Context: an optimization exercise on an open-source flow, tuned for small area. The choices shown serve that exercise and are no tape-out recipe.
Function was checked by simulation only, so behaviour that the tests miss may differ from the original.

## flow/config.mk

```make
export PLATFORM = sky130hd
export DESIGN_NAME = TOP_WATCH_STOP_WATCH
export DESIGN_NICKNAME = TOP_WATCH_STOP_WATCH
export VERILOG_FILES = /design/flow/design.v
export SDC_FILE = /design/flow/constraint.sdc
export NUM_CORES = 4
export LEC_CHECK = 0
export CAP_MARGIN = 20
export CORE_MARGIN = 2
export CORE_UTILIZATION = 40
export SLEW_MARGIN = 20
```

## flow/constraint.sdc

```tcl
create_clock -name core_clock -period 200.0 [get_ports {clk}]
set_input_delay 40.0000 -clock core_clock [delete_from_list [all_inputs] [get_ports {clk}]]
set_output_delay 40.0000 -clock core_clock [all_outputs]
set_load 0.01 [all_outputs]
```

## flow/design.v

```verilog
`timescale 1ns / 1ps
module tick_clock #(
    parameter CLOCK_FREQ = 100_000_000,  
    parameter TARGET_FREQ = 9600         
)
(
    input clk, reset,
    output reg tick
);
    localparam COUNTER_MAX = CLOCK_FREQ / TARGET_FREQ - 1;
    reg [$clog2(COUNTER_MAX):0] r_counter;
    always @(posedge clk or posedge reset) begin
        if (reset) begin
            tick <= 0;
            r_counter <= 0;
        end else begin
            if (r_counter == COUNTER_MAX) begin
                r_counter <= 0;
                tick <= 1;
            end else begin
                r_counter <= r_counter + 1;
                tick <= 0;
            end
        end
    end
endmodule
module UART_rx (
    input clk,
    input baud_rate_tick,
    input reset,
    input RX,
    output [7:0] o_rx_data,
    output o_rx_done,
    output o_rx_done_stop_watch,
    output o_rx_busy
);
    reg [1:0] state, next_state;
    reg [7:0] r_rx_data, r_rx_data_next;
    reg [4:0] trigger_counter, trigger_counter_next;
    reg [2:0] bit_counter, bit_counter_next;
    reg r_rx_done, r_rx_done_next;
    reg r_rx_busy, r_rx_busy_next;
    localparam IDLE = 2'b00, START = 2'b01, RECEIVE = 2'b10, STOP = 2'b11;
    assign o_rx_data = r_rx_data;
    assign o_rx_done = r_rx_done;
    assign o_rx_busy = r_rx_busy;
    assign o_rx_done_stop_watch = r_rx_done;
    always @(posedge clk, posedge reset) begin
        if (reset) begin
            state <= IDLE;
            trigger_counter <= 0;
            bit_counter     <= 0;
            r_rx_data       <= 0;
            r_rx_done       <= 0;
            r_rx_busy       <= 0;
        end else begin
            state           <= next_state;
            trigger_counter <= trigger_counter_next;
            bit_counter     <= bit_counter_next;
            r_rx_data       <= r_rx_data_next;
            r_rx_done       <= r_rx_done_next;
            r_rx_busy       <= r_rx_busy_next;
        end
    end
    always @(*) begin
        next_state = state;
        trigger_counter_next = trigger_counter;
        bit_counter_next     = bit_counter;
        case (state)
            IDLE: begin
                if(baud_rate_tick)begin
                    if (!RX) begin
                        next_state           = START;
                        trigger_counter_next = 0;
                        bit_counter_next     = 0;
                    end else begin
                        next_state = IDLE;
                    end
                end
            end
            START: begin
                if (baud_rate_tick) begin
                    if (trigger_counter == (16 - 1)) begin
                        next_state           = RECEIVE;
                        trigger_counter_next = 0;
                        bit_counter_next     = 0;
                    end else begin
                        next_state = START;
                        trigger_counter_next = trigger_counter + 1;
                    end
                end
            end
            RECEIVE: begin
                if (baud_rate_tick) begin
                    if (trigger_counter == (16 - 1)) begin
                        trigger_counter_next = 0;
                        if (bit_counter == (8 - 1)) begin
                            next_state           = STOP;
                            trigger_counter_next = 0;
                            bit_counter_next     = 0;
                        end else begin
                            next_state = RECEIVE;
                            bit_counter_next = bit_counter + 1;
                        end
                    end else begin
                        trigger_counter_next = trigger_counter + 1;
                    end
                end
            end
            STOP: begin
                if (baud_rate_tick) begin
                    if (trigger_counter == (16 - 1)) begin
                        next_state           = IDLE;
                        trigger_counter_next = 0;
                        bit_counter_next     = 0;
                    end else begin
                        next_state = STOP;
                        trigger_counter_next = trigger_counter + 1;
                    end
                end
            end
            default: next_state = IDLE;
        endcase
    end
    always @(*) begin
        r_rx_done_next = r_rx_done;
        r_rx_busy_next = r_rx_busy;
        r_rx_data_next = r_rx_data;
        case (state)
            IDLE: begin
                r_rx_busy_next = 1'b0;
                r_rx_done_next = 1'b0;
            end
            START: begin
                r_rx_busy_next = 1'b1;
                r_rx_done_next = 1'b0;
            end
            RECEIVE: begin
                if (trigger_counter == (8 - 1)) begin
                    r_rx_data_next[bit_counter] = RX;
                end   
                r_rx_busy_next = 1'b1;
                r_rx_done_next = 1'b0;
            end
            STOP: begin
                r_rx_busy_next = 1'b0;
                r_rx_done_next = 1'b1;
            end
        endcase
    end
endmodule
`timescale 1ns/1ps
module UART_tx (
    input clk,
    input baud_rate_tick,
    input reset,
    input start,
    input [7:0] i_tx_data,
    output o_tx_data,
    output tx_done,
    output tx_busy
);
    reg [1:0] state, next_state;
    reg r_tx_data, r_tx_data_next;
    reg [4:0] trigger_counter, trigger_counter_next;
    reg [2:0] bit_counter, bit_counter_next;
    reg r_tx_busy, r_tx_busy_next;
    reg r_tx_done, r_tx_done_next;
    localparam IDLE = 2'b00, START = 2'b01, SEND = 2'b10, STOP = 2'b11;
    assign o_tx_data = r_tx_data;
    assign tx_busy   = r_tx_busy;
    assign tx_done   = r_tx_done;
    always @(posedge clk, posedge reset) begin
        if (reset) begin
            state           <= IDLE;
            trigger_counter <= 0;
            bit_counter     <= 0;
            r_tx_data       <= 1;
            r_tx_done       <= 0;
            r_tx_busy       <= 0;
        end else begin
            state           <= next_state;
            trigger_counter <= trigger_counter_next;
            bit_counter     <= bit_counter_next;
            r_tx_data       <= r_tx_data_next;
            r_tx_done       <= r_tx_done_next;
            r_tx_busy       <= r_tx_busy_next;
        end
    end
    always @(*) begin
        next_state           = state;
        trigger_counter_next = trigger_counter;
        bit_counter_next     = bit_counter;
        r_tx_data_next       = r_tx_data;     
        r_tx_done_next       = r_tx_done;     
        r_tx_busy_next       = r_tx_busy;     
        case (state)
            IDLE: begin
                if (start) begin
                    next_state           = START;
                    trigger_counter_next = 0;
                    bit_counter_next     = 0;
                end else begin
                    next_state           = IDLE;
            end
            end
            START: begin
                if (baud_rate_tick) begin
                    if (trigger_counter == (16 - 1)) begin
                        next_state           = SEND;
                        trigger_counter_next = 0;
                        bit_counter_next     = 0;
                    end else begin
                        next_state = START;
                        trigger_counter_next = trigger_counter + 1;
                    end
                end 
            end
            SEND: begin
                if (baud_rate_tick) begin
                    if (trigger_counter == (16 - 1)) begin
                        trigger_counter_next = 0;
                        if (bit_counter == (8 - 1)) begin
                            next_state           = STOP;
                            trigger_counter_next = 0;
                            bit_counter_next     = 0;
                        end else begin
                            next_state           = SEND;
                            bit_counter_next     = bit_counter + 1;
                        end
                    end else begin
                        trigger_counter_next = trigger_counter + 1;
                    end
                end
            end
            STOP: begin
                if (baud_rate_tick) begin
                    if (trigger_counter == (16 - 1)) begin
                        next_state           = IDLE;
                        trigger_counter_next = 0;
                    end else begin
                        next_state = STOP;
                        trigger_counter_next = trigger_counter + 1;
                    end
                end
            end
            default: next_state = IDLE;
        endcase
        case (state)
            IDLE: begin
                r_tx_data_next = 1'b1;
                r_tx_busy_next = 1'b0; 
                r_tx_done_next = 1'b0;
            end
            START: begin
                r_tx_data_next = 1'b0;
                r_tx_busy_next = 1'b1;
                r_tx_done_next = 1'b0;
            end
            SEND: begin
                r_tx_data_next = i_tx_data[bit_counter];
                r_tx_busy_next = 1'b1;
                r_tx_done_next = 1'b0;
            end
            STOP: begin
                r_tx_data_next = 1'b1;
                r_tx_busy_next = 1'b0;
                r_tx_done_next = 1'b1;
            end
            default: begin
                r_tx_data_next = 1'b0;
                r_tx_busy_next = 1'b0;
                r_tx_done_next = 1'b0;
            end
        endcase
    end
endmodule
`timescale 1ns / 1ps
module top_uart(
    input clk, reset, 
    input RX,
    output TX, tx_busy,
    output [7:0] RX_8BIT,
    output rx_done_stop_watch
    );
wire baud_rate_tick, w_tx_start;
wire w_tx_done, w_tx_busy;
wire [7:0] w_rx_data;
assign RX_8BIT = w_rx_data;
assign tx_busy = w_tx_busy;
UART_tx U_TRANSMITTER(
    .clk(clk), 
    .baud_rate_tick(baud_rate_tick), 
    .reset(reset), 
    .start(w_tx_start),
    .i_tx_data(w_rx_data),
    .o_tx_data(TX),
    .tx_done(w_tx_done),
    .tx_busy(w_tx_busy) 
    );
UART_rx U_RECEIVER(
    .clk(clk),
    .baud_rate_tick(baud_rate_tick),
    .reset(reset),
    .RX(RX),
    .o_rx_data(w_rx_data),
    .o_rx_done(w_tx_start),
    .o_rx_done_stop_watch(rx_done_stop_watch),
    .o_rx_busy(w_rx_busy)
);
tick_clock #(
    .CLOCK_FREQ(64),   
    .TARGET_FREQ(16)
)   U_9600_16_BAUD_RATE_TICK
(
    .clk(clk), .reset(reset),
    .tick(baud_rate_tick)
);
endmodule
`timescale 1ns / 1ps
module uart_stop_watch_control (
    input  clk,
    reset,
    RX,
    output TX,
    run_stop_flag,
    clear_flag,
    mode_flag,
    tx_busy
);
    localparam CLOCK_HM = 3'b000;
    localparam CLOCK_SMS = 3'b001;
    localparam RUN = 3'b011;
    localparam STOP = 3'b010;
    localparam CLEAR = 3'b100;
    wire [7:0] RX_8BIT;
    wire rx_done_stop_watch; 
    reg [2:0] state, next_state;
    reg r_mode, r_run_stop, r_clear;
    reg done_flag;
    reg prev_flag;
    top_uart U_UART_MODULE (
        .clk(clk),
        .reset(reset),
        .RX(RX),
        .TX(TX),
        .tx_busy(tx_busy),
        .RX_8BIT(RX_8BIT),
        .rx_done_stop_watch(rx_done_stop_watch)
    );
    always@(posedge clk, posedge reset)begin
        if(reset)begin
            done_flag <= 0;
            prev_flag <= 0;
        end
        else begin
            if(rx_done_stop_watch)begin
                prev_flag <= 1;
            end else begin
                if(prev_flag == 1)begin
                    done_flag <= 1;
                    prev_flag <= 0;
                end else begin
                    done_flag <= 0;
                    prev_flag <= 0;
                end
            end
        end
    end
    always @(posedge clk, posedge reset) begin
        if (reset) begin
            state <= CLOCK_HM;
        end else begin
            state <= next_state;
        end
    end
    always @(*) begin
        next_state = state;
        if(done_flag)begin
            case (state)
                CLOCK_HM:
                if (RX_8BIT == 8'h72) begin
                    next_state = CLOCK_SMS;
                end else if (RX_8BIT == 8'h6d) begin
                    next_state = STOP;
                end else begin
                    next_state = state;
                end
                CLOCK_SMS:
                if (RX_8BIT == 8'h72) begin
                    next_state = CLOCK_HM;
                end else begin
                    next_state = state;
                end
                RUN:
                if (RX_8BIT == 8'h72) begin
                    next_state = STOP;
                end else begin
                    next_state = state;
                end
                STOP:
                if (RX_8BIT == 8'h6d) begin
                    next_state = CLOCK_HM;
                end else if (RX_8BIT == 8'h63) begin
                    next_state = CLEAR;
                end else if (RX_8BIT == 8'h72) begin
                    next_state = RUN;
                end else begin
                    next_state = state;
                end
                CLEAR: next_state = STOP;
                default: next_state = CLOCK_HM;
            endcase
        end
    end
    always @(*) begin
        case (state)
            CLOCK_HM: begin
                r_mode = 0;
                r_run_stop = 0;
                r_clear = 0;
            end
            CLOCK_SMS: begin
                r_mode = 0;
                r_run_stop = 1;
                r_clear = 0;
            end
            RUN: begin
                r_mode = 1;
                r_run_stop = 1;
                r_clear = 0;
            end
            STOP: begin
                r_mode = 1;
                r_run_stop = 0;
                r_clear = 0;
            end
            CLEAR: begin
                r_mode = 1;
                r_run_stop = 0;
                r_clear = 1;
            end
            default: begin
                r_mode = 0;
                r_run_stop = 0;
                r_clear = 0;
            end
        endcase
    end
    assign mode_flag = r_mode;
    assign run_stop_flag = r_run_stop;
    assign clear_flag = r_clear;
endmodule
`timescale 1ns / 1ps
module debounce (
    input  clk,
    reset,
    i_btn,
    output o_btn
);
    reg [3:0] r_debounce;
    reg r_d_ff;
    reg w_debounce_clk;
    reg [$clog2(5) - 1 : 0] counter;   
    wire w_debounce;
    always @(posedge clk, posedge reset) begin
        if (reset) begin
            counter <= 0;
            w_debounce_clk <= 0;
        end else if (counter == 5) begin
            counter <= 0;
            w_debounce_clk <= 1;
        end else begin
            counter <= counter + 1;
            w_debounce_clk <= 0;
        end
    end
    always @(posedge clk, posedge reset) begin   
        if (reset) begin
            r_debounce <= 0;
        end else if (w_debounce_clk) begin
            r_debounce <= {i_btn, r_debounce[3:1]};
        end
    end
    assign w_debounce = &r_debounce;
    always @(posedge clk, posedge reset) begin
        if (reset) begin
            r_d_ff <= 0;
        end else begin
            r_d_ff <= w_debounce;
        end
    end
    assign o_btn = w_debounce & ~r_d_ff;
endmodule
`timescale 1ns / 1ps
module button_control (
    input  clk,
    reset,
    btn_run_stop,
    btn_clear,
    btn_mode,
    output run_stop_flag,
    clear_flag,
    mode_flag
);
    localparam CLOCK_HM = 3'b000;
    localparam CLOCK_SMS = 3'b001;
    localparam RUN = 3'b011;
    localparam STOP = 3'b010;
    localparam CLEAR = 3'b100;
    reg [2:0] state, next_state;
    reg r_mode, r_run_stop, r_clear;
    wire debounced_run_stop, debounced_clear, debounced_mode;
    debounce DEBOUNCE_BUTTON_MODE (
        .clk  (clk),
        .reset(reset),
        .i_btn(btn_mode),
        .o_btn(debounced_mode)
    );
    debounce DEBOUNCE_BUTTON_RUN_STOP (
        .clk  (clk),
        .reset(reset),
        .i_btn(btn_run_stop),
        .o_btn(debounced_run_stop)
    );
    debounce DEBOUNCE_BUTTON_CLEAR (
        .clk  (clk),
        .reset(reset),
        .i_btn(btn_clear),
        .o_btn(debounced_clear)
    );
    always @(posedge clk, posedge reset) begin
        if (reset) begin
            state <= CLOCK_HM;
        end else begin
            state <= next_state;
        end
    end
    always @(*) begin
        case (state)
            CLOCK_HM:
            if (debounced_run_stop) begin
                next_state = CLOCK_SMS;
            end else if (debounced_mode) begin
                next_state = STOP;
            end else begin
                next_state = state;
            end
            CLOCK_SMS:
            if (debounced_run_stop) begin
                next_state = CLOCK_HM;
            end else begin
                next_state = state;
            end
            RUN:
            if (debounced_run_stop) begin
                next_state = STOP;
            end else begin
                next_state = state;
            end
            STOP:
            if(debounced_mode) begin
                next_state = CLOCK_HM;
            end
            else if (debounced_clear) begin
                next_state = CLEAR;
            end else if (debounced_run_stop) begin
                next_state = RUN;
            end else begin
                next_state = state;
            end
            CLEAR: next_state = STOP;
            default: next_state = state;
        endcase
    end
    always @(*) begin
        case (state)
            CLOCK_HM: begin
                r_mode = 0;
                r_run_stop = 0;
                r_clear = 0;
            end
            CLOCK_SMS: begin
                r_mode = 0;
                r_run_stop = 1;
                r_clear = 0;
            end
            RUN: begin
                r_mode = 1;
                r_run_stop = 1;
                r_clear = 0;
            end
            STOP: begin
                r_mode = 1;
                r_run_stop = 0;
                r_clear = 0;
            end
            CLEAR: begin
                r_mode = 1;
                r_run_stop = 0;
                r_clear = 1;
            end
            default: begin
                r_mode = 0;
                r_run_stop = 0;
                r_clear = 0;
            end
        endcase
    end
    assign mode_flag = r_mode;
    assign run_stop_flag = r_run_stop;
    assign clear_flag = r_clear;
endmodule
`timescale 1ns / 1ps
module counter_6000_stop_watch (
    input                       clk,
    input                       i_tick,
    input                       reset,
    input                       clear_flag,
    input                       mode_flag,
    output [$clog2(6_000)-1:0] o_bcd
);
    reg [$clog2(6_000)-1:0] count, count_next;
    always @(posedge clk, posedge reset) begin
        if (reset) begin
            count <= 0;
        end else begin
            count <= count_next;
        end
    end
    always @(*) begin
        count_next = count;
        if (clear_flag && mode_flag) begin
            count_next = 0;
        end else if (i_tick == 1'b1) begin
            if (count == 6_000) begin
                count_next = 0;
            end else begin
                count_next = count + 1;
            end
        end
    end
    assign o_bcd = count;
endmodule
module tick_10ms_stop_watch (
    input clk,
    input reset,
    input run_stop_flag,
    input mode_flag,
    output reg tick_100hz
);
    reg [$clog2(
10   
)-1:0] r_counter;   
    always @(posedge clk, posedge reset) begin
        if (reset) begin
            r_counter  <= 0;
            tick_100hz <= 0;
        end else if (run_stop_flag && mode_flag) begin
            if (r_counter == 10) begin
                r_counter  <= 0;
                tick_100hz <= 1'b1;
            end else begin
                r_counter  <= r_counter + 1;
                tick_100hz <= 1'b0;
            end
        end else begin
            r_counter <= r_counter;
            tick_100hz <= 1'b0;   
        end
    end
endmodule
`timescale 1ns / 1ps
module counter_6000_clock (
    input                       clk,
    input                       i_tick,
    input                       reset,
    output [$clog2(6_000)-1:0] o_bcd
);
    reg [$clog2(6_000)-1:0] count, count_next;
    always @(posedge clk, posedge reset) begin
        if (reset) begin
            count <= 0;
        end else begin
            count <= count_next;
        end
    end
    always @(*) begin
        count_next = count;
        if (i_tick) begin
            if (count == 6_000) begin
                count_next = 0;
            end else begin
                count_next = count + 1;
            end
        end
    end
    assign o_bcd = count;
endmodule
module tick_10ms_clock (
    input clk,
    input reset,
    output reg tick_100hz
);
    reg [$clog2(
10   
)-1:0] r_counter;   
    always @(posedge clk, posedge reset) begin
        if (reset) begin
            r_counter  <= 0;
            tick_100hz <= 0;
        end else begin
            if (r_counter == 10) begin
                r_counter  <= 0;
                tick_100hz <= 1'b1;
            end else begin
                r_counter  <= r_counter + 1;
                tick_100hz <= 1'b0;
            end
        end
    end
endmodule
module counter_minute_count_clock (
    input clk,
    input i_tick,
    input reset,
    output [$clog2(60)-1:0] o_bcd
);
    reg [$clog2(60)-1:0] count, count_next;
    reg [$clog2(1_000)-1:0] minute_counter, minute_counter_next;
    always @(posedge clk, posedge reset) begin
        if (reset) begin
            count <= 0;
            minute_counter <= 0;
        end else begin
            count <= count_next;
            minute_counter <= minute_counter_next;
        end
    end
    always @(*) begin
        count_next = count;
        minute_counter_next = minute_counter;
        if (i_tick) begin
            if (count == 59) begin
                count_next = 0;
                minute_counter_next = minute_counter + 1;
                if(minute_counter == 1_000) begin
                    minute_counter_next = 0;
                end
            end else begin
                count_next = count + 1;
            end
        end
    end
    assign o_bcd = minute_counter;
endmodule
module tick_1Hz_clock (
    input clk,
    input reset,
    output reg tick_1hz
);
    reg [$clog2(
30   
)-1:0] r_counter;   
    always @(posedge clk, posedge reset) begin
        if (reset) begin
            r_counter  <= 0;
            tick_1hz <= 0;
        end else begin
            if (r_counter == 30) begin
                r_counter  <= 0;
                tick_1hz <= 1'b1;
            end else begin
                r_counter  <= r_counter + 1;
                tick_1hz <= 1'b0;
            end
        end
    end
endmodule
`timescale 1ns / 1ps
module fnd_controller (
    input         clk,
    input         reset,
    input  [13:0] seg_data,
    output [ 3:0] fnd_com,
    output [ 7:0] fnd_font
);
    wire [3:0] w_digit_1, w_digit_10, w_digit_100, w_digit_1000;
    wire [1:0] w_sel;
    wire [3:0] w_bcd_data;
    wire w_tic_1Khz;
    tick_gen U_Tick_Gen (
        .clk(clk),
        .reset(reset),
        .tic_1Khz(w_tic_1Khz)
    );
    counter_4 U_Counter_4 (
        .clk  (clk),
        .en   (w_tic_1Khz),
        .reset(reset),
        .o_sel(w_sel)
    );
    decoder_2x4 U_Decoder_2x4 (
        .btn(w_sel),
        .fnd_com(fnd_com)
    );
    watch_splitter U_Digit_Splitter (
        .seg_data(seg_data),
        .digit_sec_10ms(w_digit_1),
        .digit_sec_100ms(w_digit_10),
        .digit_sec_1s(w_digit_100),
        .digit_sec_10s(w_digit_1000)
    );
    mux_4x1 U_Mux_4x1 (
        .digit_sel(w_sel),
        .digit_1(w_digit_1),
        .digit_10(w_digit_10),
        .digit_100(w_digit_100),
        .digit_1000(w_digit_1000),
        .bcd_data(w_bcd_data)
    );
    bcd_decoder U_Bcd_Decoder (
        .bcd_data(w_bcd_data),
        .sel(w_sel),
        .fnd_font(fnd_font)
    );
endmodule
module tick_gen (
    input clk,
    input reset,
    output reg tic_1Khz
);
    reg [$clog2(5)-1:0] r_tick_counter;   
    always @(posedge clk, posedge reset) begin
        if (reset) begin
            r_tick_counter <= 0;
            tic_1Khz <= 1'b0;
        end else begin
            if (r_tick_counter == 5) begin
                r_tick_counter <= 0;
                tic_1Khz <= 1'b1;
            end else begin
                r_tick_counter <= r_tick_counter + 1;
                tic_1Khz <= 1'b0;
            end
        end
    end
endmodule
module counter_4 (
    input        clk,
    input        en,
    input        reset,
    output [1:0] o_sel
);
    reg [1:0] r_counter;
    assign o_sel = r_counter;
    always @(posedge clk, posedge reset) begin
        if (reset) begin   
            r_counter <= 2'b00;
        end else if (en) begin
            r_counter <= r_counter + 1;
        end
    end
endmodule
module watch_splitter (
    input [$clog2(10_000) - 1 : 0] seg_data,
    output [3:0] digit_sec_10ms,
    digit_sec_100ms,
    digit_sec_1s,
    digit_sec_10s
);
    assign digit_sec_10ms = seg_data % 10;
    assign digit_sec_100ms = (seg_data / 10) % 10;
    assign digit_sec_1s = (seg_data / 100) % 10;
    assign digit_sec_10s = (seg_data / 1000) % 6;
endmodule
module mux_4x1 (
    input      [1:0] digit_sel,
    input      [3:0] digit_1,
    input      [3:0] digit_10,
    input      [3:0] digit_100,
    input      [3:0] digit_1000,
    output reg [3:0] bcd_data
);
    always @(*) begin
        case (digit_sel)
            2'b00:   bcd_data = digit_1;
            2'b01:   bcd_data = digit_10;
            2'b10:   bcd_data = digit_100;
            2'b11:   bcd_data = digit_1000;
            default: bcd_data = digit_1;
        endcase
    end
endmodule
module bcd_decoder (
    input [3:0] bcd_data,
    input [1:0] sel,
    output reg [7:0] fnd_font
);
    always @(*) begin
        case (sel)
            2'b00:
            case (bcd_data)
                4'h0: fnd_font = 8'hc0;
                4'h1: fnd_font = 8'hf9;
                4'h2: fnd_font = 8'ha4;
                4'h3: fnd_font = 8'hb0;
                4'h4: fnd_font = 8'h99;
                4'h5: fnd_font = 8'h92;
                4'h6: fnd_font = 8'h82;
                4'h7: fnd_font = 8'hf8;
                4'h8: fnd_font = 8'h80;
                4'h9: fnd_font = 8'h90;
                4'ha: fnd_font = 8'h88;
                4'hb: fnd_font = 8'h83;
                4'hc: fnd_font = 8'hc6;
                4'hd: fnd_font = 8'ha1;
                4'he: fnd_font = 8'h86;
                4'hf: fnd_font = 8'h8e;
                default: fnd_font = 8'hc0;
            endcase
            2'b01:
            case (bcd_data)
                4'h0: fnd_font = 8'hc0;
                4'h1: fnd_font = 8'hf9;
                4'h2: fnd_font = 8'ha4;
                4'h3: fnd_font = 8'hb0;
                4'h4: fnd_font = 8'h99;
                4'h5: fnd_font = 8'h92;
                4'h6: fnd_font = 8'h82;
                4'h7: fnd_font = 8'hf8;
                4'h8: fnd_font = 8'h80;
                4'h9: fnd_font = 8'h90;
                4'ha: fnd_font = 8'h88;
                4'hb: fnd_font = 8'h83;
                4'hc: fnd_font = 8'hc6;
                4'hd: fnd_font = 8'ha1;
                4'he: fnd_font = 8'h86;
                4'hf: fnd_font = 8'h8e;
                default: fnd_font = 8'hc0;
            endcase
            2'b10:
            case (bcd_data)
                4'h0: fnd_font = 8'hc0 - 8'h80;
                4'h1: fnd_font = 8'hf9 - 8'h80;
                4'h2: fnd_font = 8'ha4 - 8'h80;
                4'h3: fnd_font = 8'hb0 - 8'h80;
                4'h4: fnd_font = 8'h99 - 8'h80;
                4'h5: fnd_font = 8'h92 - 8'h80;
                4'h6: fnd_font = 8'h82 - 8'h80;
                4'h7: fnd_font = 8'hf8 - 8'h80;
                4'h8: fnd_font = 8'h80 - 8'h80;
                4'h9: fnd_font = 8'h90 - 8'h80;
                4'ha: fnd_font = 8'h88 - 8'h80;
                4'hb: fnd_font = 8'h83 - 8'h80;
                4'hc: fnd_font = 8'hc6 - 8'h80;
                4'hd: fnd_font = 8'ha1 - 8'h80;
                4'he: fnd_font = 8'h86 - 8'h80;
                4'hf: fnd_font = 8'h8e - 8'h80;
                default: fnd_font = 8'hc0 - 8'h80;
            endcase
            2'b11:
            case (bcd_data)
                4'h0: fnd_font = 8'hc0;
                4'h1: fnd_font = 8'hf9;
                4'h2: fnd_font = 8'ha4;
                4'h3: fnd_font = 8'hb0;
                4'h4: fnd_font = 8'h99;
                4'h5: fnd_font = 8'h92;
                4'h6: fnd_font = 8'h82;
                4'h7: fnd_font = 8'hf8;
                4'h8: fnd_font = 8'h80;
                4'h9: fnd_font = 8'h90;
                4'ha: fnd_font = 8'h88;
                4'hb: fnd_font = 8'h83;
                4'hc: fnd_font = 8'hc6;
                4'hd: fnd_font = 8'ha1;
                4'he: fnd_font = 8'h86;
                4'hf: fnd_font = 8'h8e;
                default: fnd_font = 8'hc0;
            endcase
        endcase
    end
endmodule
module decoder_2x4 (
    input [1:0] btn,
    output reg [3:0] fnd_com
);
    always @(*) begin
        case (btn)
            2'b00:   fnd_com = 4'b1110;
            2'b01:   fnd_com = 4'b1101;
            2'b10:   fnd_com = 4'b1011;
            2'b11:   fnd_com = 4'b0111;
            default: fnd_com = 4'b1111;
        endcase
    end
endmodule
`timescale 1ns / 1ps
module TOP_WATCH_STOP_WATCH(
    input clk,
    input reset,
    input RX,
    input btn_run_stop, btn_clear, btn_mode,
    output TX,
    output [3:0] fnd_com,
    output [7:0] fnd_font,
    output tx_busy
);
    wire [13:0] w_seg_data_stop_watch;
    wire [13:0] w_seg_data_clock_hm;
    wire [13:0] w_seg_data_clock_sms;
    reg [13:0] w_seg_data;
    wire w_tick_100hz_STOP_WATCH;
    wire w_tick_1hz_CLOCK;
    wire w_tick_100hz_CLOCK_SMS;
    wire w_mode, w_run_stop, w_clear;
    wire w_mode_BUTTON, w_mode_UART;
    wire w_run_stop_BUTTON, w_run_stop_UART;
    wire w_clear_BUTTON, w_clear_UART;
    assign w_run_stop = (w_run_stop_BUTTON || w_run_stop_UART);
    assign w_mode = (w_mode_BUTTON || w_mode_UART);
    assign w_clear = (w_clear_BUTTON || w_clear_UART);
    uart_stop_watch_control U_UART_CONTROL(
    .clk(clk), .reset(reset), .TX(TX), .RX(RX),
    .run_stop_flag(w_run_stop_UART), .clear_flag(w_clear_UART), .mode_flag(w_mode_UART), .tx_busy(tx_busy)
    );
    button_control U_BUTTON_CONTROL (
        .clk(clk),
        .reset(reset),
        .btn_run_stop(btn_run_stop),
        .btn_clear(btn_clear),
        .btn_mode(btn_mode),
        .run_stop_flag(w_run_stop_BUTTON),
        .clear_flag(w_clear_BUTTON),
        .mode_flag(w_mode_BUTTON)
    );
    tick_10ms_stop_watch U_Clk_Div_100hz_STOP_WATCH (
        .clk(clk),
        .reset(reset),
        .mode_flag(w_mode),
        .run_stop_flag(w_run_stop),
        .tick_100hz(w_tick_100hz_STOP_WATCH)
    );
    counter_6000_stop_watch U_Counter_6000_STOP_WATCH (
        .clk(clk),
        .i_tick(w_tick_100hz_STOP_WATCH),
        .clear_flag(w_clear),
        .mode_flag(w_mode),
        .reset(reset),
        .o_bcd(w_seg_data_stop_watch)
    );
    tick_1Hz_clock U_TICK_1S_CLOCK_HM (
        .clk(clk),
        .reset(reset),
        .tick_1hz(w_tick_1hz_CLOCK)
    );
    counter_minute_count_clock U_HM (
        .clk(clk),
        .i_tick(w_tick_1hz_CLOCK),
        .reset(reset),
        .o_bcd(w_seg_data_clock_hm)
    );
    tick_10ms_clock U_TICK_10MS_CLOCK_SMS (
        .clk(clk),
        .reset(reset),
        .tick_100hz(w_tick_100hz_CLOCK_SMS)
    );
    counter_6000_clock U_Counter_6000_CLOCK_SMS (
        .clk(clk),
        .i_tick(w_tick_100hz_CLOCK_SMS),
        .reset(reset),
        .o_bcd(w_seg_data_clock_sms)
    );
    always @(*) begin
        if(w_mode)begin
        w_seg_data = w_seg_data_stop_watch;
        end else begin   
            if(w_run_stop) begin
            w_seg_data = w_seg_data_clock_sms;
            end else begin
            w_seg_data = w_seg_data_clock_hm;
            end
        end
    end
    fnd_controller U_FND_Controller (
        .clk(clk),
        .reset(reset),
        .seg_data(w_seg_data),
        .fnd_com(fnd_com),
        .fnd_font(fnd_font)
    );
endmodule
```

## flow/run.sh

```bash
#!/bin/bash
# synth_recipe.tcl (not shown) runs the flow's synth.tcl, then flattens the netlist and writes it again
# the make line also repeats each setting of config.mk as NAME=value (left out here)
make -C /OpenROAD-flow-scripts/flow DESIGN_CONFIG=/design/flow/config.mk WORK_HOME=/design/flow/orfs CLKGATE_MAP_FILE= SYNTH_SCRIPT=/design/flow/synth_recipe.tcl finish
```

==> run summary <==
==> worst max path at each step <==
stage	end	slack (ns)	cells past startpoint
global placement	fnd_font[6]	132.12	116
global route	fnd_font[0]	127.64	118
floorplan	fnd_font[0]	135.70	133
CTS	fnd_font[6]	130.48	117
finish	fnd_font[6]	130.14	117
detailed placement	fnd_font[6]	131.07	116
==> logic make-up (layout without fill, tap and decap cells) <==
| family | Yosys count | after routing |
|---|---|---|
| adders and majority gates | 105 | 105 |
| muxes | 78 | 78 |
| xor gates and xnor gates | 102 | 102 |
| other | 1 | 3 |
| buffers and inverters | 131 | 147 |
| AOI/OAI and AO/OA | 536 | 536 |
| and+or+nand+nor | 737 | 737 |
| DFF | 134 | 134 |
==> flip-flops by register name, indices dropped and copies added, names as in the netlist, 4 cells and up, named ones only <==
signal,flops
U_UART_CONTROL.U_UART_MODULE.U_RECEIVER.r_rx_data,8
U_Clk_Div_100hz_STOP_WATCH.r_counter,4
U_HM.minute_counter,10
U_TICK_1S_CLOCK_HM.r_counter,5
U_BUTTON_CONTROL.DEBOUNCE_BUTTON_CLEAR.r_debounce,4
U_BUTTON_CONTROL.DEBOUNCE_BUTTON_MODE.r_debounce,4
U_TICK_10MS_CLOCK_SMS.r_counter,4
U_UART_CONTROL.U_UART_MODULE.U_RECEIVER.trigger_counter,5
U_UART_CONTROL.U_UART_MODULE.U_TRANSMITTER.trigger_counter,5
U_BUTTON_CONTROL.DEBOUNCE_BUTTON_RUN_STOP.r_debounce,4
U_Counter_6000_CLOCK_SMS.count,13
U_Counter_6000_STOP_WATCH.count,13
U_HM.count,6
==> cell type report <==
type | count | share of cell area, %
sequential | 134 | 21.3
clock inverter | 15 | 0.852
timing repair buffer | 28 | 1.64
clock buffer | 17 | 2.71
multi-input combinational | 1561 | 67.7
tap | 461 | 3.67
inverter | 87 | 2.11
==> metal layers <==
| layer | part of all wire, % | GRT usage, % | wire [um] | vias to the layer above |
|---|---|---|---|---|
| met5 | 0 | 0 | 0 | - |
| met4 | 2.6 | 7.35 | 981 | 0 |
| met3 | 4.1 | 1.77 | 1550 | 66 |
| met2 | 47 | 33.4 | 17800 | 358 |
| met1 | 46 | 26.4 | 17500 | 6441 |
| li1 | - | - | - | 6785 |
==> per-stage QoR <==
stage | cells | setup WS (ns)
global placement | 2271 | 132.12
CTS | 2303 | 130.48
floorplan | 1826 | 135.70
detailed placement | 2271 | 131.07
global route | 2303 | 127.64
finish | 2303 | 130.14
==> synthesized netlist by cell type, types with 16 or more instances <==
cell type	count	share of area, %
and3_1	36	1.6
nand2_1	173	4.5
a21oi_1	111	3.8
nand3_1	59	2.0
nor2b_1	27	1.2
a211oi_1	18	0.93
clkbuf_1	26	0.67
xnor2_1	66	4.0
mux2i_1	31	2.1
a21o_1	27	1.4
inv_1	85	2.2
o31ai_1	20	1.0
nor2_1	192	5.0
dfrtp_1	133	23
xor2_1	36	2.2
a31oi_1	22	0.95
nand2b_1	27	1.2
and2_1	20	0.86
or2_2	16	0.69
ha_1	95	8.2
o21ai_0	123	4.2
nor3_1	68	2.3
o211ai_1	25	1.3
nand4_1	22	0.95
mux2_2	38	2.9
o21a_1	25	1.3
==> reports/summary.txt <==
Mux share of post-synthesis cell area -> 6.15%
Drt initial violations -> 906
Sinks on the clock net -> 134
Worst flop-to-flop path startpoint -> U_BUTTON_CONTROL.state[0]
Post-synthesis compound-gate area fraction -> 26.2%
Mean post-synth cell area -> 7.96 um^2
CP startpoint -> U_BUTTON_CONTROL.state[0]
Critical Setup Path Class -> reg -> out
Cell area after placement -> 15200 um^2
# DRC -> 0
Worst EP arrival -> 29.86 ns
First-pass iteration count of the detailed router -> 6
Total track usage -> 19.8%
First-pass GRT wire length -> 63100 um
Synthesis-to-finish area growth -> 8.19%
Largest family of logic cells by synthesized area -> compound AO/OA/AOI/OAI gates
Number of synthesis warnings -> 22
DP HPWL -> 29200 um
IO buf count -> 19
Area used by sequential logic in the layout -> 3350 um^2
Vias post-DR -> 13700
Number of enable flip-flop cells after synthesis -> 0
Reg-to-reg critical path endpoint -> U_Clk_Div_100hz_STOP_WATCH.r_counter[3]
Clock tree from TritonCTS -> done
Fill cells -> 3526
Status -> finished clean
Critical path's most frequent cell -> ha_1
Y dimension of the die -> 195 um
Clock transition time at the flip-flop clock pins of the worst setup and hold paths -> 0.06 ns
Max-slew violations -> 0
FFs w/ async S/R, synth -> 100%
Highest-count cells in the layout ignoring fill and taps -> 192 x nor2_1, 173 x nand2_1, 133 x dfrtp_1, 123 x o21ai_0, 111 x a21oi_1
Gr ovfl total -> 0
Number of endpoints failing setup at the final stage -> 0
Path depth of the worst reg2reg path -> 8
Maximum Capacitance Violations -> 0
Buffer levels on the longest clock path -> 2
Global placer's final weighted congestion -> 0.916
Core Area -> 35700 um^2
Count of cells resized by post-cts repair -> 0
Cell with the largest stage delay on the worst path -> nor3_2
H-tree lvl count -> 4
Number of vias per cell after detailed routing -> 5.93
Vias in the first global route -> 12900
Area of all placed cells without fillers -> 15700 um^2
Post-Synth Adder-Cell Area -> 8.87%
Insertion delay of the later-clocked pin in the worst-skew pair -> 0.43 ns
Maximum net fanout on the critical path -> 19
Total I/O pin count -> 20
Setup repair bufs after CTS -> 0
Slew Limit Headroom -> 35.1%
Number of placement rows -> 69
Hold Buf Count CTS -> 0
Critical path endpoint category -> output port
CTS buffer count -> 17
Combined area of all synthesized cells -> 14500 um^2
CP startpoint kind -> flip-flop
Post-layout nets -> 1930
Antenna violations before repair -> 0
Leading cell type in the layout, fill and taps excluded -> nor2_1
RSZ-0062 raised after global routing -> no
Final Routed Wirelength -> 37800 um
Post-synthesis share of cell area spent on and, or, nand and nor gates -> 25.7%
Final routed wire length divided by cell count -> 16.4 um
Top FF cell, synth -> dfrtp_1
Initial standard-cell utilization of the core -> 40.7%
Max Clock Skew -> 0.00829 ns
Antenna diode count -> 0
ANT nets after route -> 0
Worst Max-Slew Pin Slew -> 0.963 ns
CP max stage delay -> 0.70 ns
Final min period -> 69.86 ns
Fraction of the core area covered by cells at the end of the flow -> 44.1%
Number of distinct library cells after synthesis -> 119
FF+latch count, synth -> 134
Final clock period utilization by the worst path -> 34.9%
Class of the worst hold path -> reg -> reg
Overall die area -> 37800 um^2
Peak Freq -> 14.3 MHz
Multi-input gate area in the final layout -> 10600 um^2
TNS Setup -> 0 ns
Clock tree root driver cell -> clkbuf_16
Pin count of the biggest net entering global routing -> 69
Count of mapped cells out of synthesis -> 1824
Sequential area share after synthesis -> 23.1%
Required time of the worst setup path -> 160.00 ns
Count of cells along the worst hold path -> 1
Minimum hold slack -> 0.435 ns
Xor and xnor fraction of the mapped netlist area -> 6.15%
Category of cells accounting for the largest share of critical-path delay -> compound AO/OA/AOI/OAI gates
Count of buffering cells on the critical path with inverters included -> 6
Die outline width -> 195 um
Hold Vio Cnt, Final -> 0
Share of cells above drive strength 1 -> 9.28%

[static timing again, ports no longer ideal]
Ports are ideal in the flow. The routed layout listed here was re-timed in OpenROAD.
Step 1, drivers: a clkbuf_16 drives clk and a buf_2 each remaining input, both assumed.
Step 2 adds t to the input delays and takes it off the output delays; t is the mean of the earliest and latest rising clock arrival at the registers after step 1. Input paths then give back, and output paths get back, about the clock's delay inside the block.
Slacks: ideal ports / drivers / drivers and shift; pairs: ideal ports / drivers.
shift t [ns]: 0.465
slack for setup (ns): 130.139 / 130.095 / 130.560
latest minus earliest clock arrival (ns): 0.009 / 0.009
worst register clock-pin slew, ns: 0.06 / 0.06
worst slew at a driven data input, ns: 0.03
After both steps setup and hold are still met in this run. For this run, drivers alone change the setup slack by -0.044 ns; drivers and shift together by +0.421 ns.
